Optimization exercise on an open flow, not production practice.
RTL: at most simulated, not proved equivalent.
Function not checked: run 1.
Power: default activity.

**flow/design.v**
```verilog
module PipeLineCPU(
    input         clk,
    input         rst_n,
    output [15:0] imem_addr,
    input  [31:0] imem_rdata,
    output [15:0] dmem_addr,
    output        dmem_we,
    output [31:0] dmem_wdata,
    input  [31:0] dmem_rdata,
    output        debug_wb_have_inst,
    output [31:0] debug_wb_pc,
    output        debug_wb_ena,
    output [4:0]  debug_wb_reg,
    output [31:0] debug_wb_value
    );
    localparam BIB = 4;              
    localparam BN  = 1 << BIB;       
    localparam TW  = 16 - BIB;       
    reg  [31:0] pc;
    reg         btb_v   [0:BN-1];
    reg  [TW-1:0] btb_tag [0:BN-1];
    reg  [31:0] btb_tgt [0:BN-1];
    reg  [1:0]  btb_ctr [0:BN-1];
    reg         d_valid;
    reg  [31:0] d_inst, d_pc, d_pc4, d_ptgt;
    reg         d_pt, d_hit;
    reg  [1:0]  d_ctr;
    reg         x_valid;
    reg  [31:0] x_a, x_b, x_sd, x_imm, x_pc, x_pc4, x_btgt, x_jcmp;
    reg         x_fam, x_faw, x_fbm, x_fbw, x_fsm, x_fsw;
    reg         x_s_add, x_s_sub, x_s_and, x_s_or, x_s_xor, x_s_sll, x_s_sr, x_s_slt, x_s_sltu, x_s_link;
    reg         x_sra;
    reg         x_c_eq, x_c_ne, x_c_lt, x_c_ge, x_c_ltu, x_c_geu, x_c_odd;
    reg  [4:0]  x_rd;
    reg         x_we, x_load, x_store, x_sw, x_br, x_jal, x_jalr;
    reg  [2:0]  x_f3;
    reg         x_pt, x_tgt_ok, x_hit, x_fhit;
    reg  [1:0]  x_ctr;
    reg         m_valid;
    reg  [31:0] m_res, m_sd, m_pc;
    reg  [1:0]  m_off;
    reg  [4:0]  m_rd;
    reg         m_we, m_load, m_ssub, m_inrange;
    reg  [2:0]  m_f3;
    reg  [15:0] daddr_q;
    reg         dwe_q;
    reg  [31:0] dwdata_q;
    reg         u_en, u_taken, u_br, u_hit, u_inval;
    reg  [1:0]  u_ctr;
    reg  [31:0] u_pc, u_tgt;
    reg         w_valid, w_we;
    reg  [4:0]  w_rd;
    reg  [31:0] w_val, w_pc;
    reg  [31:0] rf [1:31];
    wire [31:0]    pc4   = pc + 32'd4;
    wire [BIB-1:0] f_idx = pc[BIB+1:2];
    wire           f_hit = btb_v[f_idx] && (btb_tag[f_idx] == pc[17:BIB+2]);
    wire [1:0]     f_ctr = btb_ctr[f_idx];
    wire           f_pt  = f_hit && f_ctr[1];
    wire [31:0]    f_ptgt = btb_tgt[f_idx];
    assign imem_addr = pc[17:2];
    wire [6:0] op  = d_inst[6:0];
    wire [2:0] f3  = d_inst[14:12];
    wire [6:0] f7  = d_inst[31:25];
    wire [4:0] rd  = d_inst[11:7];
    wire [4:0] rs1 = d_inst[19:15];
    wire [4:0] rs2 = d_inst[24:20];
    wire is_alur  = op == 7'b0110011;
    wire is_alui  = op == 7'b0010011;
    wire is_load  = op == 7'b0000011;
    wire is_store = op == 7'b0100011;
    wire is_br    = op == 7'b1100011;
    wire is_jalr  = op == 7'b1100111 && f3 == 3'b000;
    wire is_lui   = op == 7'b0110111;
    wire is_auipc = op == 7'b0010111;
    wire is_jal   = op == 7'b1101111;
    wire uses1 = is_alur | is_alui | is_load | is_store | is_br | is_jalr;
    wire uses2 = is_alur | is_store | is_br;
    wire d_we  = is_alur | is_alui | is_load | is_jalr | is_lui | is_auipc | is_jal;
    wire [31:0] imm_i = {{20{d_inst[31]}}, d_inst[31:20]};
    wire [31:0] imm_s = {{20{d_inst[31]}}, d_inst[31:25], d_inst[11:7]};
    wire [31:0] imm_b = {{19{d_inst[31]}}, d_inst[31], d_inst[7], d_inst[30:25], d_inst[11:8], 1'b0};
    wire [31:0] imm_u = {d_inst[31:12], 12'b0};
    wire [31:0] imm_j = {{11{d_inst[31]}}, d_inst[31], d_inst[19:12], d_inst[20], d_inst[30:21], 1'b0};
    wire        shimm = is_alui && (f3 == 3'b001 || f3 == 3'b101);
    wire [31:0] imm_sh = {27'b0, d_inst[24:20]};
    wire [31:0] d_imm = is_store ? imm_s :
                        (is_lui | is_auipc) ? imm_u :
                        shimm ? imm_sh : imm_i;
    wire [31:0] d_btgt = d_pc + (is_jal ? imm_j : imm_b);
    wire        w_wr  = w_valid & w_we;
    wire [31:0] rf1   = (rs1 == 5'd0) ? 32'd0 : rf[rs1];
    wire [31:0] rf2   = (rs2 == 5'd0) ? 32'd0 : rf[rs2];
    wire [31:0] rv1   = (w_wr && w_rd == rs1 && rs1 != 5'd0) ? w_val : rf1;
    wire [31:0] rv2   = (w_wr && w_rd == rs2 && rs2 != 5'd0) ? w_val : rf2;
    wire x_wr = x_valid & x_we;
    wire m_wr = m_valid & m_we;
    wire m1 = x_wr && x_rd == rs1 && rs1 != 5'd0;
    wire m2 = x_wr && x_rd == rs2 && rs2 != 5'd0;
    wire w1 = m_wr && m_rd == rs1 && rs1 != 5'd0;
    wire w2 = m_wr && m_rd == rs2 && rs2 != 5'd0;
    wire a_is_reg = ~(is_lui | is_auipc | is_jal);
    wire b_is_reg = is_alur | is_br;
    wire ld_use   = x_valid & x_load & (x_rd != 5'd0) &
                    ((uses1 && rs1 == x_rd) || (uses2 && rs2 == x_rd));
    wire mem_conf = x_valid & x_store & ~x_sw & (is_load | is_store);
    wire stall    = d_valid & (ld_use | mem_conf);
    reg s_add, s_sub, s_and, s_or, s_xor, s_sll, s_sr, s_sra, s_slt, s_sltu;
    always @(*) begin
        s_add = 1'b0; s_sub = 1'b0; s_and = 1'b0; s_or = 1'b0; s_xor = 1'b0;
        s_sll = 1'b0; s_sr = 1'b0; s_sra = 1'b0; s_slt = 1'b0; s_sltu = 1'b0;
        if (is_alur | is_alui) begin
            case (f3)
                3'b000: if (is_alur && f7 == 7'b0100000) s_sub = 1'b1; else s_add = 1'b1;
                3'b001: s_sll = 1'b1;
                3'b010: s_slt = 1'b1;
                3'b011: s_sltu = 1'b1;
                3'b100: s_xor = 1'b1;
                3'b101: if (f7 == 7'b0000000) s_sr = 1'b1;
                        else if (f7 == 7'b0100000) begin s_sr = 1'b1; s_sra = 1'b1; end
                        else s_add = 1'b1;
                3'b110: s_or = 1'b1;
                default: s_and = 1'b1;
            endcase
        end else if (is_load | is_store | is_lui | is_auipc) begin
            s_add = 1'b1;
        end
    end
    wire s_link = is_jal | is_jalr;
    wire d_nonctl_pt = d_pt & ~(is_br | is_jal | is_jalr);
    wire d_jal_miss  = is_jal & ~d_pt;
    wire d_bwd_miss  = is_br & ~d_hit & d_inst[31];
    wire d_redirect  = d_valid & ~stall & (d_nonctl_pt | d_jal_miss | d_bwd_miss);
    wire [31:0] d_rtgt = d_nonctl_pt ? d_pc4 : d_btgt;
    wire d_pt_eff = (is_jal | is_br) ? (d_pt | d_jal_miss | d_bwd_miss) : (is_jalr & d_pt);
    wire d_tgt_ok = (d_jal_miss | d_bwd_miss) ? 1'b1 : (d_ptgt == d_btgt);
    wire [31:0] A  = x_fam ? m_res : x_faw ? w_val : x_a;
    wire [31:0] B  = x_fbm ? m_res : x_fbw ? w_val : x_b;
    wire [31:0] SD = x_fsm ? m_res : x_fsw ? w_val : x_sd;
    wire [31:0] sum  = A + B;
    wire [32:0] dif  = {1'b0, A} - {1'b0, B};
    wire        ltu  = dif[32];
    wire        lt   = (A[31] ^ B[31]) ? A[31] : dif[31];
    wire        eq   = (A == B);
    wire [31:0] shl  = A << B[4:0];
    wire [31:0] shr  = $signed({x_sra & A[31], A}) >>> B[4:0];
    wire [31:0] agu  = A + x_imm;
    wire [31:0] x_res = ({32{x_s_add}}  & sum)       |
                        ({32{x_s_sub}}  & dif[31:0]) |
                        ({32{x_s_and}}  & (A & B))   |
                        ({32{x_s_or}}   & (A | B))   |
                        ({32{x_s_xor}}  & (A ^ B))   |
                        ({32{x_s_sll}}  & shl)       |
                        ({32{x_s_sr}}   & shr)       |
                        ({32{x_s_slt}}  & {31'b0, lt})  |
                        ({32{x_s_sltu}} & {31'b0, ltu}) |
                        ({32{x_s_link}} & x_pc4);
    wire x_taken = (x_c_eq & eq) | (x_c_ne & ~eq) | (x_c_lt & lt) | (x_c_ge & ~lt) |
                   (x_c_ltu & ltu) | (x_c_geu & ~ltu) | (x_c_odd & (A[0] ^ B[0]));
    wire jalr_ok    = x_pt & (A == x_jcmp);
    wire x_redirect = x_valid & ((x_br & ((x_taken ^ x_pt) | (x_taken & ~x_tgt_ok))) |
                                 (x_jal & ~x_tgt_ok) |
                                 (x_jalr & ~jalr_ok));
    wire [31:0] x_rtgt = x_jalr ? agu : (x_br & ~x_taken) ? x_pc4 : x_btgt;
    wire x_inrange = ~(|agu[31:23]) & ~(agu[22] & agu[21]);
    assign dmem_addr  = daddr_q;
    assign dmem_we    = dwe_q;
    assign dmem_wdata = dwdata_q;
    wire [31:0] rdw = m_inrange ? dmem_rdata : 32'd0;
    wire [7:0]  ld_b = m_off[1] ? (m_off[0] ? rdw[31:24] : rdw[23:16])
                                : (m_off[0] ? rdw[15:8]  : rdw[7:0]);
    wire [15:0] ld_h = m_off[1] ? rdw[31:16] : rdw[15:0];
    reg  [31:0] ld_val;
    always @(*) begin
        case (m_f3)
            3'b100:  ld_val = {24'b0, ld_b};
            3'b001:  ld_val = {{16{ld_h[15]}}, ld_h};
            3'b101:  ld_val = {16'b0, ld_h};
            3'b010:  ld_val = rdw;
            default: ld_val = {{24{ld_b[7]}}, ld_b};
        endcase
    end
    reg [31:0] st_merge;
    always @(*) begin
        st_merge = dmem_rdata;
        if (m_f3 == 3'b001) begin
            if (m_off[1]) st_merge[31:16] = m_sd[15:0];
            else          st_merge[15:0]  = m_sd[15:0];
        end else begin
            case (m_off)
                2'b00: st_merge[7:0]   = m_sd[7:0];
                2'b01: st_merge[15:8]  = m_sd[7:0];
                2'b10: st_merge[23:16] = m_sd[7:0];
                default: st_merge[31:24] = m_sd[7:0];
            endcase
        end
    end
    wire m_rmw = m_valid & m_ssub;
    assign debug_wb_have_inst = w_valid;
    assign debug_wb_pc        = w_pc;
    assign debug_wb_ena       = w_we;
    assign debug_wb_reg       = w_rd;
    assign debug_wb_value     = w_val;
    reg [31:0] pc_n;
    always @(*) begin
        if (x_redirect)      pc_n = x_rtgt;
        else if (stall)      pc_n = pc;
        else if (d_redirect) pc_n = d_rtgt;
        else if (f_pt)       pc_n = f_ptgt;
        else                 pc_n = pc4;
    end
    integer i;
    always @(posedge clk or negedge rst_n) begin
        if (~rst_n) begin
            pc      <= 32'd0;
            d_valid <= 1'b0;
            x_valid <= 1'b0;
            m_valid <= 1'b0;
            w_valid <= 1'b0;
            dwe_q   <= 1'b0;
            u_en    <= 1'b0;
            for (i = 0; i < BN; i = i + 1) btb_v[i] <= 1'b0;
        end else begin
            pc      <= pc_n;
            d_valid <= x_redirect ? 1'b0 : stall ? d_valid : ~d_redirect;
            x_valid <= d_valid & ~stall & ~x_redirect;
            m_valid <= x_valid;
            w_valid <= m_valid;
            dwe_q   <= (x_valid & x_store & x_sw & x_inrange) | (m_rmw & m_inrange);
            u_en    <= x_valid & (x_br | x_jal | x_jalr | x_fhit);
            if (u_en) begin
                if (u_inval) begin
                    if (u_hit) btb_v[u_pc[BIB+1:2]] <= 1'b0;
                end else if (~u_br | u_taken) begin
                    btb_v[u_pc[BIB+1:2]] <= 1'b1;
                end
            end
        end
    end
    always @(posedge clk or negedge rst_n) begin
        if (~rst_n) begin
            for (i = 1; i < 32; i = i + 1) rf[i] <= 32'd0;
        end else if (w_valid & w_we & (w_rd != 5'd0)) begin
            rf[w_rd] <= w_val;
        end
    end
    always @(posedge clk) begin
        if (u_en & ~u_inval & (~u_br | u_taken | u_hit)) begin
            btb_tag[u_pc[BIB+1:2]] <= u_pc[17:BIB+2];
            btb_tgt[u_pc[BIB+1:2]] <= u_taken ? u_tgt : btb_tgt[u_pc[BIB+1:2]];
            btb_ctr[u_pc[BIB+1:2]] <= ~u_br ? 2'b11 :
                                      ~u_hit ? 2'b11 :
                                      u_taken ? (u_ctr == 2'b11 ? 2'b11 : u_ctr + 2'b01) :
                                                (u_ctr == 2'b00 ? 2'b00 : u_ctr - 2'b01);
        end
        if (~stall) begin
            d_inst <= imem_rdata;
            d_pc   <= pc;
            d_pc4  <= pc4;
            d_pt   <= f_pt;
            d_ptgt <= f_ptgt;
            d_hit  <= f_hit;
            d_ctr  <= f_ctr;
        end
        x_a    <= is_auipc | is_jal ? d_pc : is_lui ? 32'd0 : rv1;
        x_b    <= b_is_reg ? rv2 : d_imm;
        x_sd   <= rv2;
        x_imm  <= d_imm;
        x_fam  <= a_is_reg & m1;
        x_faw  <= a_is_reg & ~m1 & w1;
        x_fbm  <= b_is_reg & m2;
        x_fbw  <= b_is_reg & ~m2 & w2;
        x_fsm  <= m2;
        x_fsw  <= ~m2 & w2;
        x_s_add <= s_add; x_s_sub <= s_sub; x_s_and <= s_and; x_s_or <= s_or;
        x_s_xor <= s_xor; x_s_sll <= s_sll; x_s_sr <= s_sr; x_sra <= s_sra;
        x_s_slt <= s_slt; x_s_sltu <= s_sltu; x_s_link <= s_link;
        x_c_eq  <= is_br & (f3 == 3'b000);
        x_c_ne  <= is_br & (f3 == 3'b001);
        x_c_odd <= is_br & (f3[2:1] == 2'b01);
        x_c_lt  <= is_br & (f3 == 3'b100);
        x_c_ge  <= is_br & (f3 == 3'b101);
        x_c_ltu <= is_br & (f3 == 3'b110);
        x_c_geu <= is_br & (f3 == 3'b111);
        x_rd    <= rd;
        x_we    <= d_we;
        x_load  <= is_load;
        x_store <= is_store;
        x_sw    <= f3 == 3'b010;
        x_f3    <= f3;
        x_br    <= is_br;
        x_jal   <= is_jal;
        x_jalr  <= is_jalr;
        x_pc    <= d_pc;
        x_pc4   <= d_pc4;
        x_btgt  <= d_btgt;
        x_jcmp  <= d_ptgt - imm_i;
        x_pt    <= d_pt_eff;
        x_tgt_ok <= d_tgt_ok;
        x_hit   <= d_hit;
        x_fhit  <= d_nonctl_pt;
        x_ctr   <= d_ctr;
        m_res    <= x_res;
        m_sd     <= SD;
        m_pc     <= x_pc;
        m_off    <= agu[1:0];
        m_rd     <= x_rd;
        m_we     <= x_we;
        m_load   <= x_load;
        m_ssub   <= x_store & ~x_sw;
        m_inrange <= x_inrange;
        m_f3     <= x_f3;
        daddr_q  <= m_rmw ? daddr_q : agu[17:2];
        dwdata_q <= m_rmw ? st_merge : SD;
        u_taken <= x_jal | x_jalr | (x_br & x_taken);
        u_br    <= x_br;
        u_inval <= ~(x_br | x_jal | x_jalr);
        u_hit   <= x_hit;
        u_ctr   <= x_ctr;
        u_pc    <= x_pc;
        u_tgt   <= x_jalr ? agu : x_btgt;
        w_we  <= m_we;
        w_rd  <= m_rd;
        w_pc  <= m_pc;
        w_val <= m_load ? ld_val : m_res;
    end
endmodule
```
**flow/run.sh**
```bash
#!/bin/bash
# synth_recipe.tcl (not shown) runs the flow's synth.tcl, then flattens the netlist and writes it again
# the make line also repeats each setting of config.mk as NAME=value (left out here)
make -C /OpenROAD-flow-scripts/flow DESIGN_CONFIG=/design/flow/config.mk WORK_HOME=/design/flow/orfs CLKGATE_MAP_FILE= SYNTH_SCRIPT=/design/flow/synth_recipe.tcl finish
```
**flow/config.mk**
```make
export PLATFORM = sky130hd
export DESIGN_NAME = PipeLineCPU
export DESIGN_NICKNAME = PipeLineCPU
export VERILOG_FILES = /design/flow/design.v
export SDC_FILE = /design/flow/constraint.sdc
export NUM_CORES = 4
export LEC_CHECK = 0
export CAP_MARGIN = 20
export CORE_MARGIN = 2
export CORE_UTILIZATION = 30
export PLACE_DENSITY = 0.5
export SLEW_MARGIN = 20
```
**flow/constraint.sdc**
```tcl
create_clock -name core_clock -period 11.0 [get_ports {clk}]
set_input_delay 2.2000 -clock core_clock [delete_from_list [all_inputs] [get_ports {clk}]]
set_output_delay 2.2000 -clock core_clock [all_outputs]
set_load 0.01 [all_outputs]
```
==> qor.yml, run 1 <==
outcome: "timing/DRC/antenna clean"
grt_max_degree: 164
boundaryPins: 202
synthFlopType: "dfrtp_1"
ctsRootBufferMaster: "clkbuf_16"
synth.top_cell.area_share: 0.2268
yosysSeqAreaShare: 0.5422
top_register: "rf"
post_cts_buffers: 0
period_share: 0.7731
irDropWorstVdd_uv: 186.4
cts_sinks: 2460
routed.top_layer: "met5"
crit_path_start_kind: "flip-flop"
dieArea_um2: 394300
place_congestion: 1.005
skew_ns: 0.1169
via_count: 91460
required_ns: 11.76
drt-met1-wl_um: 213200
cts_hold_repair.buffers: 0
p_leak_nw: 54.44
synth_area_um2: 116800
synth_fp_nets: 9871
die_h_um: 627.9
grt_pass1_wl_um: 755300
drive_above_1_share: 0.2315
route.met2.wl_um: 244500
synth_edf_count: 882
multi_input_comb_area_um2: 50530
dp_hpwl_um: 358000
tightest_slew_ns: 1.305
portBuffers: 201
drv_cap: 0
async_flop_share: 0.4252
largest_reg_flops: 992
cts-htree-levels: 5
antenna_found_initial: 43
p_per_area_nw_per_um2: 211.1
finalHoldViolations: 0
ant_nets: 0
crit_arrival_ns: 9.27
synthCells: 9605
regArea_um2: 63340
synth_cell_types: 102
rsz0062_at_grt: "false"
cts_buffers: 287
ys_seq_elements: 2460
drt_iter0_markers: 14100
ys_top_cells_by_area: "edfxtp_1, dfrtp_1, mux2_2"
synth_warnings: 3
cts.path.max_buffers: 4
period_needed_ns: 8.504
final_area_um2: 135500
cts_resized: 0
dpl_cell_area_um2: 125500
initial_core_util: 0.3008
wl_per_cell_um: 37.11
finalSetupTns_ns: 0
path_max_fanout: 18
clk_latency_ns: 1.03
yosys.area.top_type: "edfxtp_1"
whs_ns: 0.3191
cts_tree: "yes"
overflow: 0
viasPerCell: 6.067
hold_path.class: "reg2reg"
setup_violations: 0
crit_type: "reg2reg"
coreArea_um2: 388200
wl_um: 559400
area_growth_syn_to_layout_pct: 16.07
nFillCells: 37830
worstSetupEndpointType: "flip-flop"
nets: 9892
syn_avg_cell_area_um2: 12.16
die_w_um: 627.9
wl_met3_um: 55830
track_usage: 0.2750
std_cell_rows: 229
drc_errors: 0
clk_pin_slew_ns: 0.06
first_global_vias: 88880
fmax_mhz: 117.6
drt-pass1-iter-count: 13
slew_violations: 0
slew_headroom: 0.1226
==> synthesized netlist by cell type (220+ instances only) <==
master / n
mux2_2: 1075
dfrtp_1: 1046
edfxtp_1: 882
a22oi_1: 646
clkbuf_1: 581
dfxtp_1: 532
nand2_1: 521
nor2_1: 444
a21oi_1: 400
o21ai_0: 360
mux2i_1: 263
mux4_2: 220
==> worst paths after layout <==
| path | startpoint | to | slack, ns | cells after the start |
|---|---|---|---|---|
| min in group asynchronous | rst_n | rf[3][25]$_DFFE_PN0P_ | 1.07 | 1 |
| worst min-delay path | x_pc[10]$_DFF_P_ | u_pc[10]$_DFF_P_ | 0.32 | 0 |
| worst min register to register | x_pc[10]$_DFF_P_ | u_pc[10]$_DFF_P_ | 0.32 | 0 |
| worst max register to register | x_fam$_DFF_P_ | pc[8]$_DFFE_PN0P_ | 2.50 | 25 |
| worst max-delay path | x_fam$_DFF_P_ | pc[8]$_DFFE_PN0P_ | 2.50 | 25 |
| max in group asynchronous | rst_n | rf[22][6]$_DFFE_PN0P_ | 7.68 | 3 |
==> metrics by stage <==
step           std cells  total power [mW]  setup slack [ns]  utilization
6_report           15080             28.61             2.496       0.3491
5_1_grt            15060             29.51             2.352       0.3490
4_1_cts            15050             28.66             2.769       0.3484
3_5_place_dp       14530             18.70             2.846       0.3233
3_3_place_gp       14530             18.66             2.929       0.3232
2_1_floorplan       9605             15.42             4.545            -
==> final cells by class <==
type / instances / share of cell area
Antenna cell: 19 / 0.0003508
Clock buffer: 404 / 0.06109
Clock inverter: 118 / 0.01101
Inverter: 196 / 0.005465
Multi-Input combinational cell: 6155 / 0.3728
Sequential cell: 2460 / 0.4674
Tap cell: 5197 / 0.04798
Timing Repair Buffer: 526 / 0.03391
==> placed cells by master (no fill, tap or decap), drive strengths merged, types with 190 or more instances in the layout <==
cell type	synthesis	final
mux2	1077	1077
dfrtp	1046	1046
edfxtp	882	882
a22oi	646	646
dfxtp	532	532
nand2	521	521
nor2	445	445
clkbuf	608	406
a21oi	401	401
o21ai	367	367
buf	186	324
mux2i	263	263
mux4	220	220
nand3	212	212
inv	185	210
clkdlybuf4s50	0	200
ha	194	194
a221oi	190	190
==> worst max-delay path, cell delays in order (launching register included) <==
cell and delay, ns:
dfxtp_1 0.77, buf_4 0.34, nand2_1 0.07, o21ai_1 0.53, inv_1 0.22, ha_1 0.42, o21ba_2 0.17, o2111ai_1 0.17
a31oi_1 0.49, o211ai_1 0.30, o22ai_1 0.41, o22ai_1 0.21, o22ai_1 0.49, o41a_1 0.29, nor3_1 0.07, o31ai_1 0.22
nand2_1 0.12, fa_1 0.65, mux2i_1 0.19, nand3_1 0.19, nor3b_1 0.10, mux2i_4 0.74, buf_4 0.41, mux2_2 0.36
o21ai_0 0.16, mux2i_1 0.10
==> layer usage <==
layer  up-vias  GRT usage
met4        32     0.1852
li1      36710          -
met2      5977     0.4186
met3      1781    0.07537
met5         -  0.0004939
met1     46960     0.3398
==> cell families (layout without fill, tap and decap cells) <==
family / Yosys count / in the layout / share of synthesized area
buf+inv: 990 / 1244 / 0.03357
compound gates: 2436 / 2436 / 0.1464
xor+xnor: 224 / 224 / 0.01722
other cells: 0 / 19 / 0
flops: 2460 / 2460 / 0.5422
simple gates: 1735 / 1735 / 0.06996
mux: 1560 / 1560 / 0.1689
fa+ha+maj: 200 / 200 / 0.02182
==> power by group <==
group	internal, mW	switching [mW]	total (mW)
logic	2.43	3.75	6.18
registers	10.8	1.67	12.5
clock network	5.81	4.15	9.96
==> run 2, diff against run 1 <==
--- a/flow/design.v
+++ b/flow/design.v
@@ -28,5 +28,5 @@
     reg         x_valid;
     reg  [31:0] x_a, x_b, x_sd, x_imm, x_pc, x_pc4, x_btgt, x_jcmp;
-    reg         x_fam, x_faw, x_fbm, x_fbw, x_fsm, x_fsw;
+    reg         x_fam, x_fbm, x_fsm;
     reg         x_s_add, x_s_sub, x_s_and, x_s_or, x_s_xor, x_s_sll, x_s_sr, x_s_slt, x_s_sltu, x_s_link;
     reg         x_sra;
@@ -35,5 +35,6 @@
     reg         x_we, x_load, x_store, x_sw, x_br, x_jal, x_jalr;
     reg  [2:0]  x_f3;
-    reg         x_pt, x_tgt_ok, x_hit, x_fhit;
+    reg         x_pt, x_tok, x_hit, x_fhit;
+    reg  [31:0] x_ptgt;
     reg  [1:0]  x_ctr;
     reg         m_valid;
@@ -53,4 +54,40 @@
     reg  [31:0] w_val, w_pc;
     reg  [31:0] rf [1:31];
+    reg  [31:0] ld_val;
+    function [31:0] ksadd;
+        input [31:0] a;
+        input [31:0] b;
+        input        ci;
+        reg   [31:0] p, gg, pp;
+        integer i, k;
+        begin
+            p  = a ^ b;
+            gg = a & b;
+            pp = p;
+            gg[0] = gg[0] | (p[0] & ci);
+            for (k = 1; k < 32; k = k * 2)
+                for (i = 31; i >= k; i = i - 1) begin
+                    gg[i] = gg[i] | (pp[i] & gg[i-k]);
+                    pp[i] = pp[i] & pp[i-k];
+                end
+            ksadd = p ^ {gg[30:0], ci};
+        end
+    endfunction
+    function ltu_tree;
+        input [31:0] a;
+        input [31:0] b;
+        reg   [31:0] l, e;
+        integer i, k;
+        begin
+            l = ~a & b;
+            e = ~(a ^ b);
+            for (k = 1; k < 32; k = k * 2)
+                for (i = 0; i < 32; i = i + 2 * k) begin
+                    l[i] = l[i+k] | (e[i+k] & l[i]);
+                    e[i] = e[i+k] & e[i];
+                end
+            ltu_tree = l[0];
+        end
+    endfunction
     wire [31:0]    pc4   = pc + 32'd4;
     wire [BIB-1:0] f_idx = pc[BIB+1:2];
@@ -88,10 +125,12 @@
                         (is_lui | is_auipc) ? imm_u :
                         shimm ? imm_sh : imm_i;
-    wire [31:0] d_btgt = d_pc + (is_jal ? imm_j : imm_b);
+    wire [31:0] d_jtgt = ksadd(d_pc, imm_j, 1'b0);
+    wire [31:0] d_bbtgt = ksadd(d_pc, imm_b, 1'b0);
+    wire [31:0] d_btgt = is_jal ? d_jtgt : d_bbtgt;
     wire        w_wr  = w_valid & w_we;
     wire [31:0] rf1   = (rs1 == 5'd0) ? 32'd0 : rf[rs1];
     wire [31:0] rf2   = (rs2 == 5'd0) ? 32'd0 : rf[rs2];
-    wire [31:0] rv1   = (w_wr && w_rd == rs1 && rs1 != 5'd0) ? w_val : rf1;
-    wire [31:0] rv2   = (w_wr && w_rd == rs2 && rs2 != 5'd0) ? w_val : rf2;
+    wire [31:0] rb1   = (w_wr && w_rd == rs1 && rs1 != 5'd0) ? w_val : rf1;
+    wire [31:0] rb2   = (w_wr && w_rd == rs2 && rs2 != 5'd0) ? w_val : rf2;
     wire x_wr = x_valid & x_we;
     wire m_wr = m_valid & m_we;
@@ -100,4 +139,7 @@
     wire w1 = m_wr && m_rd == rs1 && rs1 != 5'd0;
     wire w2 = m_wr && m_rd == rs2 && rs2 != 5'd0;
+    wire [31:0] m_fwd = m_load ? ld_val : m_res;
+    wire [31:0] rv1   = w1 ? m_fwd : rb1;
+    wire [31:0] rv2   = w2 ? m_fwd : rb2;
     wire a_is_reg = ~(is_lui | is_auipc | is_jal);
     wire b_is_reg = is_alur | is_br;
@@ -134,18 +176,29 @@
     wire [31:0] d_rtgt = d_nonctl_pt ? d_pc4 : d_btgt;
     wire d_pt_eff = (is_jal | is_br) ? (d_pt | d_jal_miss | d_bwd_miss) : (is_jalr & d_pt);
-    wire d_tgt_ok = (d_jal_miss | d_bwd_miss) ? 1'b1 : (d_ptgt == d_btgt);
-    wire [31:0] A  = x_fam ? m_res : x_faw ? w_val : x_a;
-    wire [31:0] B  = x_fbm ? m_res : x_fbw ? w_val : x_b;
-    wire [31:0] SD = x_fsm ? m_res : x_fsw ? w_val : x_sd;
-    wire [31:0] sum  = A + B;
-    wire [32:0] dif  = {1'b0, A} - {1'b0, B};
-    wire        ltu  = dif[32];
-    wire        lt   = (A[31] ^ B[31]) ? A[31] : dif[31];
-    wire        eq   = (A == B);
+    wire d_tok    = d_jal_miss | d_bwd_miss;    
+    wire [31:0] A  = x_fam ? m_res : x_a;
+    wire [31:0] B  = x_fbm ? m_res : x_b;
+    wire [31:0] SD = x_fsm ? m_res : x_sd;
+    wire [31:0] sum  = ksadd(A, B, 1'b0);
+    wire [31:0] dif  = ksadd(A, ~B, 1'b1);
+    wire eq_aa  = x_a == x_b;
+    wire eq_ma  = m_res == x_b;
+    wire eq_am  = x_a == m_res;
+    wire ltu_aa = ltu_tree(x_a, x_b);
+    wire ltu_ma = ltu_tree(m_res, x_b);
+    wire ltu_am = ltu_tree(x_a, m_res);
+    wire lts_aa = ltu_tree({~x_a[31], x_a[30:0]}, {~x_b[31], x_b[30:0]});
+    wire lts_ma = ltu_tree({~m_res[31], m_res[30:0]}, {~x_b[31], x_b[30:0]});
+    wire lts_am = ltu_tree({~x_a[31], x_a[30:0]}, {~m_res[31], m_res[30:0]});
+    wire eq  = x_fam ? (x_fbm | eq_ma)  : (x_fbm ? eq_am  : eq_aa);
+    wire ltu = x_fam ? (~x_fbm & ltu_ma) : (x_fbm ? ltu_am : ltu_aa);
+    wire lt  = x_fam ? (~x_fbm & lts_ma) : (x_fbm ? lts_am : lts_aa);
     wire [31:0] shl  = A << B[4:0];
     wire [31:0] shr  = $signed({x_sra & A[31], A}) >>> B[4:0];
-    wire [31:0] agu  = A + x_imm;
+    wire [31:0] agu_a = ksadd(x_a, x_imm, 1'b0);
+    wire [31:0] agu_m = ksadd(m_res, x_imm, 1'b0);
+    wire [31:0] agu   = x_fam ? agu_m : agu_a;
     wire [31:0] x_res = ({32{x_s_add}}  & sum)       |
-                        ({32{x_s_sub}}  & dif[31:0]) |
+                        ({32{x_s_sub}}  & dif)       |
                         ({32{x_s_and}}  & (A & B))   |
                         ({32{x_s_or}}   & (A | B))   |
@@ -158,10 +211,15 @@
     wire x_taken = (x_c_eq & eq) | (x_c_ne & ~eq) | (x_c_lt & lt) | (x_c_ge & ~lt) |
                    (x_c_ltu & ltu) | (x_c_geu & ~ltu) | (x_c_odd & (A[0] ^ B[0]));
-    wire jalr_ok    = x_pt & (A == x_jcmp);
-    wire x_redirect = x_valid & ((x_br & ((x_taken ^ x_pt) | (x_taken & ~x_tgt_ok))) |
-                                 (x_jal & ~x_tgt_ok) |
-                                 (x_jalr & ~jalr_ok));
-    wire [31:0] x_rtgt = x_jalr ? agu : (x_br & ~x_taken) ? x_pc4 : x_btgt;
-    wire x_inrange = ~(|agu[31:23]) & ~(agu[22] & agu[21]);
+    wire x_tgt_ok   = x_tok | (x_ptgt == x_btgt);
+    wire jalr_ok    = x_pt & (x_fam ? (m_res == x_jcmp) : (x_a == x_jcmp));
+    wire jmiss      = (x_jal & ~x_tgt_ok) | (x_jalr & ~jalr_ok);
+    wire redir_t    = x_valid & ((x_br & ~(x_pt & x_tgt_ok)) | jmiss);
+    wire redir_n    = x_valid & ((x_br & x_pt) | jmiss);
+    wire [31:0] tgt_t = x_jalr ? agu : x_btgt;
+    wire [31:0] tgt_n = x_jalr ? agu : x_br ? x_pc4 : x_btgt;
+    wire x_redirect = x_taken ? redir_t : redir_n;
+    wire inr_a = ~(|agu_a[31:23]) & ~(agu_a[22] & agu_a[21]);
+    wire inr_m = ~(|agu_m[31:23]) & ~(agu_m[22] & agu_m[21]);
+    wire x_inrange = x_fam ? inr_m : inr_a;
     assign dmem_addr  = daddr_q;
     assign dmem_we    = dwe_q;
@@ -171,5 +229,4 @@
                                 : (m_off[0] ? rdw[15:8]  : rdw[7:0]);
     wire [15:0] ld_h = m_off[1] ? rdw[31:16] : rdw[15:0];
-    reg  [31:0] ld_val;
     always @(*) begin
         case (m_f3)
@@ -202,12 +259,14 @@
     assign debug_wb_reg       = w_rd;
     assign debug_wb_value     = w_val;
-    reg [31:0] pc_n;
+    reg [31:0] pc_norm;
     always @(*) begin
-        if (x_redirect)      pc_n = x_rtgt;
-        else if (stall)      pc_n = pc;
-        else if (d_redirect) pc_n = d_rtgt;
-        else if (f_pt)       pc_n = f_ptgt;
-        else                 pc_n = pc4;
+        if (stall)           pc_norm = pc;
+        else if (d_redirect) pc_norm = d_rtgt;
+        else if (f_pt)       pc_norm = f_ptgt;
+        else                 pc_norm = pc4;
     end
+    wire [31:0] pc_t = redir_t ? tgt_t : pc_norm;
+    wire [31:0] pc_nt = redir_n ? tgt_n : pc_norm;
+    wire [31:0] pc_n = x_taken ? pc_t : pc_nt;
     integer i;
     always @(posedge clk or negedge rst_n) begin
@@ -268,9 +327,6 @@
         x_imm  <= d_imm;
         x_fam  <= a_is_reg & m1;
-        x_faw  <= a_is_reg & ~m1 & w1;
         x_fbm  <= b_is_reg & m2;
-        x_fbw  <= b_is_reg & ~m2 & w2;
         x_fsm  <= m2;
-        x_fsw  <= ~m2 & w2;
         x_s_add <= s_add; x_s_sub <= s_sub; x_s_and <= s_and; x_s_or <= s_or;
         x_s_xor <= s_xor; x_s_sll <= s_sll; x_s_sr <= s_sr; x_sra <= s_sra;
@@ -297,5 +353,6 @@
         x_jcmp  <= d_ptgt - imm_i;
         x_pt    <= d_pt_eff;
-        x_tgt_ok <= d_tgt_ok;
+        x_tok   <= d_tok;
+        x_ptgt  <= d_ptgt;
         x_hit   <= d_hit;
         x_fhit  <= d_nonctl_pt;
@@ -323,5 +380,5 @@
         w_rd  <= m_rd;
         w_pc  <= m_pc;
-        w_val <= m_load ? ld_val : m_res;
+        w_val <= m_fwd;
     end
 endmodule
--- a/flow/config.mk
+++ b/flow/config.mk
@@ -6,7 +6,10 @@
 export NUM_CORES = 4
 export LEC_CHECK = 0
+export ABC_CLOCK_PERIOD_IN_PS = 3000
 export CAP_MARGIN = 20
 export CORE_MARGIN = 2
 export CORE_UTILIZATION = 30
 export PLACE_DENSITY = 0.5
+export SETUP_SLACK_MARGIN = 5
 export SLEW_MARGIN = 20
+export TNS_END_PERCENT = 100
==> qor.yml, run 2 <==
cts-htree-levels: 5  # unchanged
synth_top_family_by_area: "multiplexers"
drive_above_1_share: 0.2172  # -0.01428
nFillCells: 39660  # +4.8%
cts_buffers: 290  # +1.0%
synth_area_um2: 121400  # +4.0%
grt_max_degree: 182  # +11%
wl_per_cell_um: 36.47  # -1.7%
synth.top_cell.area_share: 0.2182  # -0.008653
initial_core_util: 0.3013  # +0.0005578
clk_latency_ns: 0.94  # -0.09 ns
crit_arrival_ns: 6.71  # -2.56 ns
yosysSeqAreaShare: 0.5263  # -0.01590
synth_cell_types: 99  # -2.9%
cpPeakStageDelay_ns: 0.90  # +0.13 ns
required_ns: 11.82  # +0.06 ns
finalHoldViolations: 0  # unchanged
drt_iter0_markers: 15710  # +11%
p_per_area_nw_per_um2: 204.4  # -3.2%
drt-met1-wl_um: 231600  # +8.6%
synth.most_common_cell: "mux2_2"
skew_ns: 0.05083  # -0.06611 ns
dieArea_um2: 409800  # +3.9%
period_needed_ns: 5.897  # -2.608 ns
overflow: 0  # unchanged
regArea_um2: 63910  # +0.89%
synth_xor_area_frac: 0.02164  # +0.004424
grt_pass1_wl_um: 787300  # +4.2%
fin_util: 0.3477  # -0.001430
multi_input_comb_area_um2: 54550  # +8.0%
cts.path.max_buffers: 4  # unchanged
routed.top_layer: "met5"
r2r-end: "pc[14]$_DFF_PN0_"
setup_violations: 0  # unchanged
ant_nets: 0  # unchanged
syn_avg_cell_area_um2: 11.94  # -1.8%
clk_pin_slew_ns: 0.06  # about the same
crit_path_end: "pc[14]$_DFF_PN0_"
whs_ns: 0.2988  # -0.02029 ns
track_usage: 0.2734  # -0.001571
place_congestion: 1.016  # +1.1%
viasPerCell: 6.160  # +1.5%
synth_compound_area_frac: 0.1544  # +0.007999
wl_met3_um: 64580  # +16%
area_growth_syn_to_layout_pct: 15.38
ys_seq_elements: 2489  # +1.2%
slowest_stage: "o31ai_2"
outcome: "timing/DRC/antenna clean"
ctsRootBufferMaster: "clkbuf_16"
final_common_cell: "mux2_2"
yosys.area_share.simple: 0.07345  # +0.003494
async_flop_share: 0.4202  # -0.004954
ys_top_cells_by_area: "edfxtp_1, dfrtp_1, mux2_2"
std_cell_rows: 233  # +1.7%
cp_cell_sequence: "buf_4 > mux2i_1 > xnor2_1 > nor4_1 > nand4_1 > o31ai_2 > nand2_1 > nand2_2 > or3_1 > nand2_1 > or3_1 > o211ai_2"
antenna_found_initial: 48  # +12%
synth_mux_area_frac: 0.1560  # -0.01285
synth_warnings: 3  # unchanged
crit_type: "reg2reg"
first_global_vias: 94120  # +5.9%
p_leak_nw: 55.95  # +2.8%
slew_headroom: 0.07850  # -0.04410
drv_cap: 0  # unchanged
die_w_um: 640.1  # +2.0%
worstSetupEndpointType: "flip-flop"
rsz0062_at_grt: "false"
yosys.area.top_type: "edfxtp_1"
via_count: 97900  # +7.0%
synth_fp_nets: 10580  # +7.2%
irDropWorstVdd_uv: 194.6  # +4.4%
route.met2.wl_um: 239600  # -2.0%
die_h_um: 640.1  # +2.0%
synth_adder_area_share: 0.03547  # +0.01366
period_share: 0.5361  # -0.2371
drc_errors: 0  # unchanged
fmax_mhz: 169.6  # +44%
wl_um: 579600  # +3.6%
final_cell_mix: "mux2_2, dfrtp_1, edfxtp_1"
dpl_cell_area_um2: 130600  # +4.0%
r2r_cells: 12  # -52%
largest_reg_flops: 992  # unchanged
reg2reg_slack_ns: 5.10  # +2.61 ns
hold_path.class: "reg2reg"
finalSetupTns_ns: 0  # unchanged
startpoint: "x_fam$_DFF_P_"
cts_sinks: 2489  # +1.2%
crit_path_start_kind: "flip-flop"
portBuffers: 201  # unchanged
cts_tree: "yes"
placed_cells: 15340  # +5.6%
layout.cells.non_filler: 15890  # +5.4%
synth.top_cells.by_count: "mux2_2, dfrtp_1, edfxtp_1"
final_area_um2: 140100  # +3.3%
synthCells: 10170  # +5.9%
nets: 10640  # +7.5%
dp_hpwl_um: 376800  # +5.2%
reg2reg_from: "x_fam$_DFF_P_"
synth_edf_count: 882  # unchanged
path_max_fanout: 47  # +29
tightest_slew_ns: 1.368  # +0.06285 ns
synthFlopType: "dfrtp_1"
top_register: "rf"
coreArea_um2: 402900  # +3.8%
boundaryPins: 202  # unchanged
slew_violations: 0  # unchanged
drt-pass1-iter-count: 8  # -5
-- run 2: logic make-up after synthesis --
group / count (synthesis)
DFF: 2489
muxes: 1472
and+or+nand+nor: 1883
buffers and inverters: 1007
adders and majority gates: 340
xor gates and xnor gates: 300
AOI/OAI and AO/OA: 2680
-- run 2: worst min-delay path by stage --
stage / start / to / slack (ns) / depth (start not counted)
after floorplan: x_f3[0]$_DFF_P_ / m_f3[0]$_DFF_P_ / 0.31 / 0
after global placement: x_ctr[0]$_DFF_P_ / u_ctr[0]$_DFF_P_ / 0.31 / 0
after detailed placement: x_pc[6]$_DFF_P_ / m_pc[6]$_DFF_P_ / 0.31 / 0
after CTS: x_pc[23]$_DFF_P_ / m_pc[23]$_DFF_P_ / 0.30 / 0
after global routing: x_pc[23]$_DFF_P_ / m_pc[23]$_DFF_P_ / 0.32 / 0
final: x_pc[23]$_DFF_P_ / m_pc[23]$_DFF_P_ / 0.30 / 0
-- run 2: critical path, delay by kind of cell (launching register included) --
family	cells	cell delay, ns
AO/OA/AOI/OAI	2	0.98
XOR/XNOR	1	0.21
buffers and inverters	1	0.62
flip-flops	1	0.68
multiplexers	1	0.61
AND/OR/NAND/NOR	7	2.63
-- run 2: metrics by stage --
step	worst slack, ns	total power [mW]
global placement	4.853	18.88
CTS	5.270	28.61
global route	5.012	29.51
floorplan	6.383	15.60
finish	5.103	28.62
detailed placement	4.715	18.93
-- run 2: power by group --
group	switching, mW	internal, mW	total, mW
combinational	3.89	2.45	6.34
sequential	1.64	10.9	12.6
clock	4.15	5.54	9.69
-- run 2: what timing repair did --
action | in CTS | in global routing
resized for setup | 2 | 2
setup endpoints to repair | 12 | 6
hold buffers | 0 | 0
buffers inserted | 0 | 0
-- run 2: layer usage --
| metal | GRT usage | up-vias |
|---|---|---|
| li1 | - | 39130 |
| met1 | 0.3608 | 50140 |
| met2 | 0.3935 | 6838 |
| met3 | 0.07826 | 1761 |
| met4 | 0.1682 | 30 |
| met5 | 0.003545 | - |
-- run 2: area by class of cell --
class,instances,area share
clock inverter,122,0.007914
sequential,2489,0.4563
tap,5405,0.04828
clock buffer,405,0.05882
timing repair buffer,510,0.03169
inverter,265,0.007164
antenna,22,0.0003930
multi-input combinational,6675,0.3895
Testbench counts of run 2, summed over its fixed seeds: cycles 60,215.
==> run 3, diff against run 2 <==
==> flow/flow/run.sh (new file) <==
#!/bin/bash
set -euo pipefail
bash standard.sh SETUP_SLACK_MARGIN=8 finish > orfs_make.log 2>&1
==> flow/standard.sh (new file) <==
#!/bin/bash
# synth_recipe.tcl (not shown) runs the flow's synth.tcl, then flattens the netlist and writes it again
# the make line also repeats each setting of config.mk as NAME=value (left out here)
make -C /OpenROAD-flow-scripts/flow DESIGN_CONFIG=/design/flow/config.mk WORK_HOME=/design/flow/orfs CLKGATE_MAP_FILE= SYNTH_SCRIPT=/design/flow/synth_recipe.tcl "${@:-finish}"
removed: flow/run.sh
==> qor.yml, run 3 <==
rsz0062_at_grt: "true"
cts-htree-levels: 5  # unchanged
power.total_mw: 31.57  # +10%
top_register: "rf"
ys_top_cells_by_area: "edfxtp_1, dfrtp_1, mux2_2"
yosys.area_share.simple: 0.07345  # unchanged
p_per_area_nw_per_um2: 188.3  # -7.8%
netSwitchingPower_mw: 10.82  # +12%
synth_fp_nets: 10580  # unchanged
grt_max_degree: 157  # -14%
irDropWorstVdd_uv: 147.9  # -24%
seqPwrFrac: 0.394  # -0.046
viasPerCell: 6.302  # +2.3%
synth.most_common_cell: "mux2_2"
finalSetupTns_ns: 0  # unchanged
cts_tree: "yes"
preCtsSetupSlack_ns: 4.987  # +0.2720 ns
fin_util: 0.4161  # +0.06844
die_w_um: 640.1  # unchanged
overflow: 0  # unchanged
yosysSeqAreaShare: 0.5263  # unchanged
std_cell_rows: 233  # unchanged
clockPowerShare: 0.322  # -0.017
synth_warnings: 3  # unchanged
cp_cell_sequence: "buf_12 > buf_6 > buf_16 > buf_8 > buf_4 > mux2i_4 > xnor2_1 > nor4_1 > nand3_1 > o32ai_4 > mux2_4 > o221ai_4 > buf_12 > buf_6 > o21ai_4 > buf_6 > a21oi_4 > buf_12 > a221o_1 > a32o_1"
synth.top_cell.area_share: 0.2182  # unchanged
cpPeakStageDelay_ns: 0.38  # -0.52 ns
dieArea_um2: 409800  # unchanged
drt_iter0_markers: 17720  # +13%
synth_cell_types: 99  # unchanged
drt-pass1-iter-count: 12  # +4
ys_seq_elements: 2489  # unchanged
cts_hold_repair.buffers: 0  # unchanged
required_ns: 11.81  # about the same
synth_compound_area_frac: 0.1544  # unchanged
coreArea_um2: 402900  # unchanged
synthFlopType: "dfrtp_1"
grt_pass1_wl_um: 898500  # +14%
area_growth_syn_to_layout_pct: 38.09
p_leak_nw: 67.66  # +21%
clk_latency_ns: 0.95  # about the same
slew_violations: 0  # unchanged
syn_avg_cell_area_um2: 11.94  # unchanged
tightest_slew_ns: 1.434  # +0.06624 ns
worstSetupEndpointType: "flip-flop"
outcome: "timing/DRC/antenna clean"
clk_pin_slew_ns: 0.06  # about the same
first_global_vias: 103100  # +9.5%
fmax_mhz: 237.8  # +40%
placed_cells: 15360  # +0.14%
slowest_stage: "dfxtp_4"
async_flop_share: 0.4202  # unchanged
ant_nets: 0  # unchanged
wl_um: 676200  # +17%
final_cell_mix: "mux2_2, dfrtp_1, edfxtp_1"
synth_xor_area_frac: 0.02164  # unchanged
boundaryPins: 202  # unchanged
layout.cells.non_filler: 17160  # +8.0%
largest_reg_flops: 992  # unchanged
synth_top_family_by_area: "multiplexers"
synthCells: 10170  # unchanged
finalHoldViolations: 0  # unchanged
cts.path.max_buffers: 4  # unchanged
portBuffers: 201  # unchanged
initial_core_util: 0.3013  # unchanged
synth.top_cells.by_count: "mux2_2, dfrtp_1, edfxtp_1"
drv_cap: 0  # unchanged
hold_path.class: "reg2reg"
slew_headroom: 0.03680  # -0.04170
crit_type: "reg2reg"
skew_ns: 0.06461  # +0.01378 ns
drc_errors: 0  # unchanged
dp_hpwl_um: 376400  # about the same
synth_edf_count: 882  # unchanged
wl_per_cell_um: 39.41  # +8.1%
synth_adder_area_share: 0.03547  # unchanged
drive_above_1_share: 0.4278  # +0.2106
crit_path_start_kind: "flip-flop"
cts_sinks: 2489  # unchanged
setup_violations: 0  # unchanged
setup_slack_ns: 6.795  # +1.692 ns
intPower_mw: 20.75  # +9.6%
synth_area_um2: 121400  # unchanged
switching_share: 0.3427  # +0.004278
ctsRootBufferMaster: "clkbuf_16"
nets: 11870  # +12%
via_count: 108100  # +10%
yosys.area.top_type: "edfxtp_1"
cts_buffers: 296  # +2.1%
antenna_found_initial: 84  # +75%
period_needed_ns: 4.205  # -1.692 ns
period_share: 0.3823  # -0.1538
die_h_um: 640.1  # unchanged
synth_mux_area_frac: 0.1560  # unchanged
crit_arrival_ns: 5.02  # -1.69 ns
track_usage: 0.3172  # +0.04377
path_max_fanout: 7  # -85%
power_frac_comb: 0.284  # +0.062
place_congestion: 0.9670  # -4.8%
==> run 3: cell counts after synthesis <==
No cell type changed its count.
==> run 3: power by group through the flow <==
stage / Sequential, mW / Clock (mW) / Combinational [mW]
after floorplan: 11.7 / 0 / 4.06
after global placement: 12.5 / 0 / 6.38
after detailed placement: 12.6 / 0 / 6.37
after CTS: 12.4 / 10.2 / 8.19
after global routing: 12.5 / 10.6 / 9.31
final: 12.4 / 10.2 / 8.97
==> run 3: worst paths after layout <==
path | from | endpoint | slack (ns) | depth (start not counted)
max | x_fbm$_DFF_P_ | pc[24]$_DFF_PN0_ | 6.80 | 20
min | m_pc[23]$_DFF_P_ | w_pc[23]$_DFF_P_ | 0.32 | 0
max reg2reg | x_fbm$_DFF_P_ | pc[24]$_DFF_PN0_ | 6.80 | 20
min reg2reg | m_pc[23]$_DFF_P_ | w_pc[23]$_DFF_P_ | 0.32 | 0
max in group asynchronous | rst_n | rf[17][24]$_DFFE_PN0P_ | 8.19 | 3
min in group asynchronous | rst_n | rf[25][9]$_DFFE_PN0P_ | 1.22 | 1
==> run 3: kinds of logic after synthesis <==
| logic type | count (synthesis) |
|---|---|
| AOI/OAI and AO/OA | 2680 |
| xor gates and xnor gates | 300 |
| adders and majority gates | 340 |
| buffers and inverters | 1007 |
| DFF | 2489 |
| muxes | 1472 |
| and+or+nand+nor | 1883 |
==> run 3: timing repair <==
item                       in CTS  in global routing
setup endpoints to repair    2217               1209
gates cloned                  124                  7
pin swaps                     515                450
gates resized for setup      2862                708
setup buffers                 799                279
==> run 3: critical path: cells and delay by family, from the launching register on <==
family                    cells  cell delay (ns)
buffers and inverters         9             1.30
DFF                           1             0.38
and+or+nand+nor               2             0.52
muxes                         2             0.47
xor gates and xnor gates      1             0.14
AOI/OAI and AO/OA             6             1.24
==> run 3: per-layer routing <==
| layer | track usage | vias to the layer above | wire length [um] |
|---|---|---|---|
| met1 | 0.3963 | 54740 | 250700 |
| li1 | - | 41760 | - |
| met4 | 0.2192 | 39 | 60920 |
| met2 | 0.4509 | 8804 | 273900 |
| met3 | 0.1180 | 2809 | 90150 |
| met5 | 0.008389 | - | 609 |
==> run 3: per-stage QoR <==
step	instance area [um^2]	hold slack (ns)
after detailed placement	131700	0.3121
after global placement	131400	0.3102
after floorplan	122700	0.3096
final	167600	0.3239
after global routing	167600	0.3287
after CTS	161700	0.3257
==> run 3: layout make-up <==
| cell class | count | area [um^2] |
|---|---|---|
| multi-input cells | 6682 | 63460 |
| clock buffers | 415 | 8574 |
| well taps | 5405 | 6763 |
| inverters | 265 | 1117 |
| clock inverters | 125 | 1310 |
| repair buffers | 1726 | 21920 |
| flip-flops and latches | 2489 | 64280 |
| fillers | 37160 | 235200 |
| repair inverters | 7 | 117.6 |
| diodes | 45 | 112.6 |
==> run 4, diff against run 3 <==
--- a/flow/design.v
+++ b/flow/design.v
@@ -21,12 +21,18 @@
     reg  [TW-1:0] btb_tag [0:BN-1];
     reg  [31:0] btb_tgt [0:BN-1];
-    reg  [1:0]  btb_ctr [0:BN-1];
+    reg         btb_dir [0:BN-1];    
+    reg         btb_ret [0:BN-1];    
+    reg  [2:0]  btb_hist[0:BN-1];    
+    reg  [15:0] btb_ctr [0:BN-1];    
+    reg  [31:0] ras_q;               
+    reg         ras_v;
     reg         d_valid;
     reg  [31:0] d_inst, d_pc, d_pc4, d_ptgt;
     reg         d_pt, d_hit;
-    reg  [1:0]  d_ctr;
+    reg  [2:0]  d_h;
+    reg  [15:0] d_c;
     reg         x_valid;
     reg  [31:0] x_a, x_b, x_sd, x_imm, x_pc, x_pc4, x_btgt, x_jcmp;
-    reg         x_fam, x_fbm, x_fsm;
+    reg  [31:0] m_fa, m_fb, m_fs;
     reg         x_s_add, x_s_sub, x_s_and, x_s_or, x_s_xor, x_s_sll, x_s_sr, x_s_slt, x_s_sltu, x_s_link;
     reg         x_sra;
@@ -35,7 +41,8 @@
     reg         x_we, x_load, x_store, x_sw, x_br, x_jal, x_jalr;
     reg  [2:0]  x_f3;
-    reg         x_pt, x_tok, x_hit, x_fhit;
+    reg         x_pt, x_tok, x_fhit, x_rd0, x_hit;
+    reg  [2:0]  x_h;
+    reg  [15:0] x_c;
     reg  [31:0] x_ptgt;
-    reg  [1:0]  x_ctr;
     reg         m_valid;
     reg  [31:0] m_res, m_sd, m_pc;
@@ -47,7 +54,8 @@
     reg         dwe_q;
     reg  [31:0] dwdata_q;
-    reg         u_en, u_taken, u_br, u_hit, u_inval;
-    reg  [1:0]  u_ctr;
-    reg  [31:0] u_pc, u_tgt;
+    reg         u_en, u_taken, u_br, u_inval, u_jalr, u_rd0, u_hit;
+    reg  [2:0]  u_h;
+    reg  [15:0] u_c;
+    reg  [31:0] u_pc, u_pc4, u_tgt;
     reg         w_valid, w_we;
     reg  [4:0]  w_rd;
@@ -91,10 +99,36 @@
     endfunction
     wire [31:0]    pc4   = pc + 32'd4;
-    wire [BIB-1:0] f_idx = pc[BIB+1:2];
-    wire           f_hit = btb_v[f_idx] && (btb_tag[f_idx] == pc[17:BIB+2]);
-    wire [1:0]     f_ctr = btb_ctr[f_idx];
-    wire           f_pt  = f_hit && f_ctr[1];
-    wire [31:0]    f_ptgt = btb_tgt[f_idx];
+    reg  [BN-1:0]  f_oh;
+    reg  [BN-1:0]  f_mt;
+    reg            f_hit, f_pt, f_ret;
+    reg  [15:0]    f_ctr;
+    reg  [2:0]     f_h;
+    reg  [31:0]    f_tgt;
+    integer fi;
+    always @(*) begin
+        f_hit = 1'b0; f_pt = 1'b0; f_ret = 1'b0;
+        f_ctr = 16'd0; f_h = 3'd0; f_tgt = 32'd0;
+        for (fi = 0; fi < BN; fi = fi + 1) begin
+            f_mt[fi] = btb_v[fi] && (btb_tag[fi] == pc[17:BIB+2]);
+            f_hit = f_hit | (f_oh[fi] & f_mt[fi]);
+            f_pt  = f_pt  | (f_oh[fi] & f_mt[fi] & btb_dir[fi]);
+            f_ret = f_ret | (f_oh[fi] & btb_ret[fi]);
+            f_ctr = f_ctr | ({16{f_oh[fi]}} & btb_ctr[fi]);
+            f_h   = f_h   | ({3{f_oh[fi]}} & btb_hist[fi]);
+            f_tgt = f_tgt | ({32{f_oh[fi]}} & btb_tgt[fi]);
+        end
+    end
+    wire [31:0]    f_ptgt = (f_ret && ras_v) ? ras_q : f_tgt;
     assign imem_addr = pc[17:2];
+    wire [BIB-1:0] u_idx = u_pc[BIB+1:2];
+    wire [1:0]     u_co  = u_c[{u_h, 1'b0} +: 2];
+    wire [1:0]     u_cn  = u_taken ? (u_co == 2'b11 ? 2'b11 : u_co + 2'b01)
+                                   : (u_co == 2'b00 ? 2'b00 : u_co - 2'b01);
+    reg  [15:0]    u_cnew;
+    always @(*) begin
+        u_cnew = u_c;
+        u_cnew[{u_h, 1'b0} +: 2] = u_cn;
+    end
+    wire [2:0]     u_hn  = {u_h[1:0], u_taken};
     wire [6:0] op  = d_inst[6:0];
     wire [2:0] f3  = d_inst[14:12];
@@ -177,26 +211,15 @@
     wire d_pt_eff = (is_jal | is_br) ? (d_pt | d_jal_miss | d_bwd_miss) : (is_jalr & d_pt);
     wire d_tok    = d_jal_miss | d_bwd_miss;    
-    wire [31:0] A  = x_fam ? m_res : x_a;
-    wire [31:0] B  = x_fbm ? m_res : x_b;
-    wire [31:0] SD = x_fsm ? m_res : x_sd;
+    wire [31:0] A  = x_a  | m_fa;
+    wire [31:0] B  = x_b  | m_fb;
+    wire [31:0] SD = x_sd | m_fs;
     wire [31:0] sum  = ksadd(A, B, 1'b0);
     wire [31:0] dif  = ksadd(A, ~B, 1'b1);
-    wire eq_aa  = x_a == x_b;
-    wire eq_ma  = m_res == x_b;
-    wire eq_am  = x_a == m_res;
-    wire ltu_aa = ltu_tree(x_a, x_b);
-    wire ltu_ma = ltu_tree(m_res, x_b);
-    wire ltu_am = ltu_tree(x_a, m_res);
-    wire lts_aa = ltu_tree({~x_a[31], x_a[30:0]}, {~x_b[31], x_b[30:0]});
-    wire lts_ma = ltu_tree({~m_res[31], m_res[30:0]}, {~x_b[31], x_b[30:0]});
-    wire lts_am = ltu_tree({~x_a[31], x_a[30:0]}, {~m_res[31], m_res[30:0]});
-    wire eq  = x_fam ? (x_fbm | eq_ma)  : (x_fbm ? eq_am  : eq_aa);
-    wire ltu = x_fam ? (~x_fbm & ltu_ma) : (x_fbm ? ltu_am : ltu_aa);
-    wire lt  = x_fam ? (~x_fbm & lts_ma) : (x_fbm ? lts_am : lts_aa);
+    wire eq  = A == B;
+    wire ltu = ltu_tree(A, B);
+    wire lt  = ltu_tree({~A[31], A[30:0]}, {~B[31], B[30:0]});
     wire [31:0] shl  = A << B[4:0];
     wire [31:0] shr  = $signed({x_sra & A[31], A}) >>> B[4:0];
-    wire [31:0] agu_a = ksadd(x_a, x_imm, 1'b0);
-    wire [31:0] agu_m = ksadd(m_res, x_imm, 1'b0);
-    wire [31:0] agu   = x_fam ? agu_m : agu_a;
+    wire [31:0] agu   = ksadd(A, x_imm, 1'b0);
     wire [31:0] x_res = ({32{x_s_add}}  & sum)       |
                         ({32{x_s_sub}}  & dif)       |
@@ -212,5 +235,5 @@
                    (x_c_ltu & ltu) | (x_c_geu & ~ltu) | (x_c_odd & (A[0] ^ B[0]));
     wire x_tgt_ok   = x_tok | (x_ptgt == x_btgt);
-    wire jalr_ok    = x_pt & (x_fam ? (m_res == x_jcmp) : (x_a == x_jcmp));
+    wire jalr_ok    = x_pt & (A == x_jcmp);
     wire jmiss      = (x_jal & ~x_tgt_ok) | (x_jalr & ~jalr_ok);
     wire redir_t    = x_valid & ((x_br & ~(x_pt & x_tgt_ok)) | jmiss);
@@ -219,7 +242,5 @@
     wire [31:0] tgt_n = x_jalr ? agu : x_br ? x_pc4 : x_btgt;
     wire x_redirect = x_taken ? redir_t : redir_n;
-    wire inr_a = ~(|agu_a[31:23]) & ~(agu_a[22] & agu_a[21]);
-    wire inr_m = ~(|agu_m[31:23]) & ~(agu_m[22] & agu_m[21]);
-    wire x_inrange = x_fam ? inr_m : inr_a;
+    wire x_inrange = ~(|agu[31:23]) & ~(agu[22] & agu[21]);
     assign dmem_addr  = daddr_q;
     assign dmem_we    = dwe_q;
@@ -269,8 +290,15 @@
     wire [31:0] pc_nt = redir_n ? tgt_n : pc_norm;
     wire [31:0] pc_n = x_taken ? pc_t : pc_nt;
+    reg  [BN-1:0] oh_n;
+    integer oi;
+    always @(*) begin
+        for (oi = 0; oi < BN; oi = oi + 1)
+            oh_n[oi] = (pc_n[BIB+1:2] == oi);
+    end
     integer i;
     always @(posedge clk or negedge rst_n) begin
         if (~rst_n) begin
             pc      <= 32'd0;
+            f_oh    <= {{(BN-1){1'b0}}, 1'b1};
             d_valid <= 1'b0;
             x_valid <= 1'b0;
@@ -279,7 +307,9 @@
             dwe_q   <= 1'b0;
             u_en    <= 1'b0;
+            ras_v   <= 1'b0;
             for (i = 0; i < BN; i = i + 1) btb_v[i] <= 1'b0;
         end else begin
             pc      <= pc_n;
+            f_oh    <= oh_n;
             d_valid <= x_redirect ? 1'b0 : stall ? d_valid : ~d_redirect;
             x_valid <= d_valid & ~stall & ~x_redirect;
@@ -288,9 +318,13 @@
             dwe_q   <= (x_valid & x_store & x_sw & x_inrange) | (m_rmw & m_inrange);
             u_en    <= x_valid & (x_br | x_jal | x_jalr | x_fhit);
+            if (u_en & ~u_inval & ~u_br) begin
+                if (~u_rd0)     ras_v <= 1'b1;
+                else if (u_jalr) ras_v <= 1'b0;
+            end
             if (u_en) begin
                 if (u_inval) begin
-                    if (u_hit) btb_v[u_pc[BIB+1:2]] <= 1'b0;
+                    if (u_hit) btb_v[u_idx] <= 1'b0;
                 end else if (~u_br | u_taken) begin
-                    btb_v[u_pc[BIB+1:2]] <= 1'b1;
+                    btb_v[u_idx] <= 1'b1;
                 end
             end
@@ -306,11 +340,12 @@
     always @(posedge clk) begin
         if (u_en & ~u_inval & (~u_br | u_taken | u_hit)) begin
-            btb_tag[u_pc[BIB+1:2]] <= u_pc[17:BIB+2];
-            btb_tgt[u_pc[BIB+1:2]] <= u_taken ? u_tgt : btb_tgt[u_pc[BIB+1:2]];
-            btb_ctr[u_pc[BIB+1:2]] <= ~u_br ? 2'b11 :
-                                      ~u_hit ? 2'b11 :
-                                      u_taken ? (u_ctr == 2'b11 ? 2'b11 : u_ctr + 2'b01) :
-                                                (u_ctr == 2'b00 ? 2'b00 : u_ctr - 2'b01);
+            btb_tag[u_idx]  <= u_pc[17:BIB+2];
+            if (u_taken) btb_tgt[u_idx] <= u_tgt;
+            btb_dir[u_idx]  <= ~u_br | ~u_hit | u_cnew[{u_hn, 1'b1}];
+            btb_ret[u_idx]  <= u_jalr & u_rd0;
+            btb_hist[u_idx] <= (u_br & u_hit) ? u_hn : 3'b001;
+            btb_ctr[u_idx]  <= (u_br & u_hit) ? u_cnew : 16'haaaa;
         end
+        if (u_en & ~u_inval & ~u_br & ~u_rd0) ras_q <= u_pc4;
         if (~stall) begin
             d_inst <= imem_rdata;
@@ -320,13 +355,14 @@
             d_ptgt <= f_ptgt;
             d_hit  <= f_hit;
-            d_ctr  <= f_ctr;
+            d_h    <= f_h;
+            d_c    <= f_ctr;
         end
-        x_a    <= is_auipc | is_jal ? d_pc : is_lui ? 32'd0 : rv1;
-        x_b    <= b_is_reg ? rv2 : d_imm;
-        x_sd   <= rv2;
+        x_a    <= (is_auipc | is_jal) ? d_pc : (is_lui | m1) ? 32'd0 : rv1;
+        x_b    <= b_is_reg ? (m2 ? 32'd0 : rv2) : d_imm;
+        x_sd   <= m2 ? 32'd0 : rv2;
         x_imm  <= d_imm;
-        x_fam  <= a_is_reg & m1;
-        x_fbm  <= b_is_reg & m2;
-        x_fsm  <= m2;
+        m_fa   <= (a_is_reg & m1) ? x_res : 32'd0;
+        m_fb   <= (b_is_reg & m2) ? x_res : 32'd0;
+        m_fs   <= m2 ? x_res : 32'd0;
         x_s_add <= s_add; x_s_sub <= s_sub; x_s_and <= s_and; x_s_or <= s_or;
         x_s_xor <= s_xor; x_s_sll <= s_sll; x_s_sr <= s_sr; x_sra <= s_sra;
@@ -355,7 +391,9 @@
         x_tok   <= d_tok;
         x_ptgt  <= d_ptgt;
+        x_rd0   <= rd == 5'd0;
         x_hit   <= d_hit;
+        x_h     <= d_h;
+        x_c     <= d_c;
         x_fhit  <= d_nonctl_pt;
-        x_ctr   <= d_ctr;
         m_res    <= x_res;
         m_sd     <= SD;
@@ -373,7 +411,11 @@
         u_br    <= x_br;
         u_inval <= ~(x_br | x_jal | x_jalr);
+        u_jalr  <= x_jalr;
         u_hit   <= x_hit;
-        u_ctr   <= x_ctr;
+        u_h     <= x_h;
+        u_c     <= x_c;
+        u_rd0   <= x_rd0;
         u_pc    <= x_pc;
+        u_pc4   <= x_pc4;
         u_tgt   <= x_jalr ? agu : x_btgt;
         w_we  <= m_we;
--- a/flow/config.mk
+++ b/flow/config.mk
@@ -6,5 +6,4 @@
 export NUM_CORES = 4
 export LEC_CHECK = 0
-export ABC_CLOCK_PERIOD_IN_PS = 3000
 export CAP_MARGIN = 20
 export CORE_MARGIN = 2
==> qor.yml, run 4 <==
period_needed_ns: 4.056  # -0.1490 ns
grt_pass1_wl_um: 961100  # +7.0%
routed.top_layer: "met5"
slowest_stage: "or4_4"
die_w_um: 673.5  # +5.2%
synth.top_cells.by_count: "edfxtp_1, mux2_2, dfrtp_1"
ant_nets: 0  # unchanged
multi_input_comb_area_um2: 61870  # -2.5%
initial_core_util: 0.3017  # +0.0003739
slew_headroom: 0.1251  # +0.08827
yosysSeqAreaShare: 0.5809  # +0.05467
period_share: 0.3687  # -0.01355
slew_violations: 0  # unchanged
cts.path.max_buffers: 4  # unchanged
setup_slack_ns: 6.944  # +0.1490 ns
p_per_area_nw_per_um2: 198.8  # +5.6%
via_count: 115600  # +6.9%
synth_cell_types: 109  # +10%
wl_um: 727700  # +7.6%
drv_cap: 0  # unchanged
tightest_slew_ns: 1.312  # -0.1216 ns
drive_above_1_share: 0.3810  # -0.04679
cp_cell_sequence: "or2_4 > buf_12 > ha_4 > or4_4 > nor3_4 > nand4_1 > mux2i_2 > nor2_2 > mux2i_4 > buf_12 > nor3_4 > buf_12 > buf_6 > buf_6 > a32o_2 > a21oi_4 > nand2b_4 > nor2_2"
cts_tree: "yes"
preCtsSetupSlack_ns: 5.150  # +0.1638 ns
place_congestion: 0.9632  # -0.39%
wl_per_cell_um: 39.47  # +0.14%
final_cell_mix: "edfxtp_1, dfrtp_1, mux2_2"
dieArea_um2: 453600  # +11%
placed_cells: 16660  # +8.4%
regArea_um2: 78410  # +22%
hold_path.class: "reg2reg"
rsz0062_at_grt: "true"
die_h_um: 673.5  # +5.2%
top_register: "rf"
ys_top_cells_by_area: "edfxtp_1, dfrtp_1, dfxtp_1"
crit_type: "reg2reg"
clk_pin_slew_ns: 0.06  # about the same
syn_avg_cell_area_um2: 12.25  # +2.6%
cts-htree-levels: 5  # unchanged
outcome: "timing/DRC/antenna clean"
ys_seq_elements: 3019  # +21%
whs_ns: 0.3132  # -0.01078 ns
drt-met1-wl_um: 271400  # +8.3%
setup_violations: 0  # unchanged
portBuffers: 201  # unchanged
synth.most_common_cell: "edfxtp_1"
synth_warnings: 3  # unchanged
track_usage: 0.3054  # -0.01183
[run 4: kinds of logic (layout without fill, tap and decap cells)]
| group | count (synthesis) | after routing | share of synthesized area |
|---|---|---|---|
| flops | 3019 | 3019 | 0.5809 |
| compound gates | 2850 | 2856 | 0.1579 |
| simple gates | 2200 | 2204 | 0.07916 |
| mux | 1196 | 1196 | 0.1007 |
| buf+inv | 1049 | 2515 | 0.03079 |
| xor+xnor | 417 | 417 | 0.02716 |
| fa+ha+maj | 247 | 247 | 0.02337 |
| other cells | 0 | 57 | 0 |
[run 4: worst reg2reg max path: cells and delay by family, from the launching register on]
family / cells / cell delay, ns
multiplexers: 2 / 0.46
AND/OR/NAND/NOR: 8 / 1.70
buffers and inverters: 5 / 0.67
flip-flops: 1 / 0.35
adder cells (fa/ha/maj): 1 / 0.26
AO/OA/AOI/OAI: 2 / 0.49
[run 4: path summary, 6_finish.rpt]
kind                            cells after the start                endpoint       startpoint  slack [ns]
worst max register to register                     18       f_oh[3]$_DFF_PN0_   x_b[1]$_DFF_P_        6.94
min in group asynchronous                           1  rf[13][19]$_DFFE_PN0P_            rst_n        1.14
worst min-delay path                                0         u_c[12]$_DFF_P_  x_c[12]$_DFF_P_        0.31
worst max-delay path                               18       f_oh[3]$_DFF_PN0_   x_b[1]$_DFF_P_        6.94
worst min register to register                      0         u_c[12]$_DFF_P_  x_c[12]$_DFF_P_        0.31
max in group asynchronous                           3   rf[11][6]$_DFFE_PN0P_            rst_n        8.21
[run 4: per-layer routing]
| layer | track usage | vias to the layer above |
|---|---|---|
| li1 | - | 44630 |
| met1 | 0.3781 | 58740 |
| met2 | 0.4333 | 9206 |
| met3 | 0.1161 | 2989 |
| met4 | 0.2155 | 78 |
| met5 | 0.02094 | - |
[run 4: layout make-up]
class                           instances  area share
Timing Repair Buffer                 1664      0.1165
Clock buffer                          467     0.05262
Timing Repair inverter                  3   0.0001520
Sequential cell                      3019      0.4330
Tap cell                             5928     0.04096
Clock inverter                        147    0.008858
Inverter                              234    0.005466
Multi-Input combinational cell       6920      0.3417
Antenna cell                           57   0.0007877
[run 4: where the power goes]
part | internal, mW | switching (mW) | leakage, nW
Sequential | 13.3 | 1.56 | 31.9
Combinational | 3.65 | 5.96 | 33.7
Clock | 6.65 | 4.93 | 5.49
Total | 23.6 | 12.4 | 71.1
[run 4: stage by stage]
step	util	cell area (um^2)	power, mW
after floorplan	-	135600	18.24
after global placement	0.3262	145400	22.32
after detailed placement	0.3264	145500	22.35
after CTS	0.3925	174900	35.39
after global routing	0.4061	181000	36.84
final	0.4063	181100	36.00
[run 4: timing repair]
| item | CTS | global route |
|---|---|---|
| endpoints found under the hold margin | 0 | 0 |
| gates resized for setup | 2793 | 719 |
| buffers inserted | 754 | 229 |
| gates cloned | 111 | 13 |
| setup endpoints to repair | 1997 | 1599 |
| pin swaps | 533 | 526 |
Testbench counts of run 4, summed over its fixed seeds: cycles 58,523.
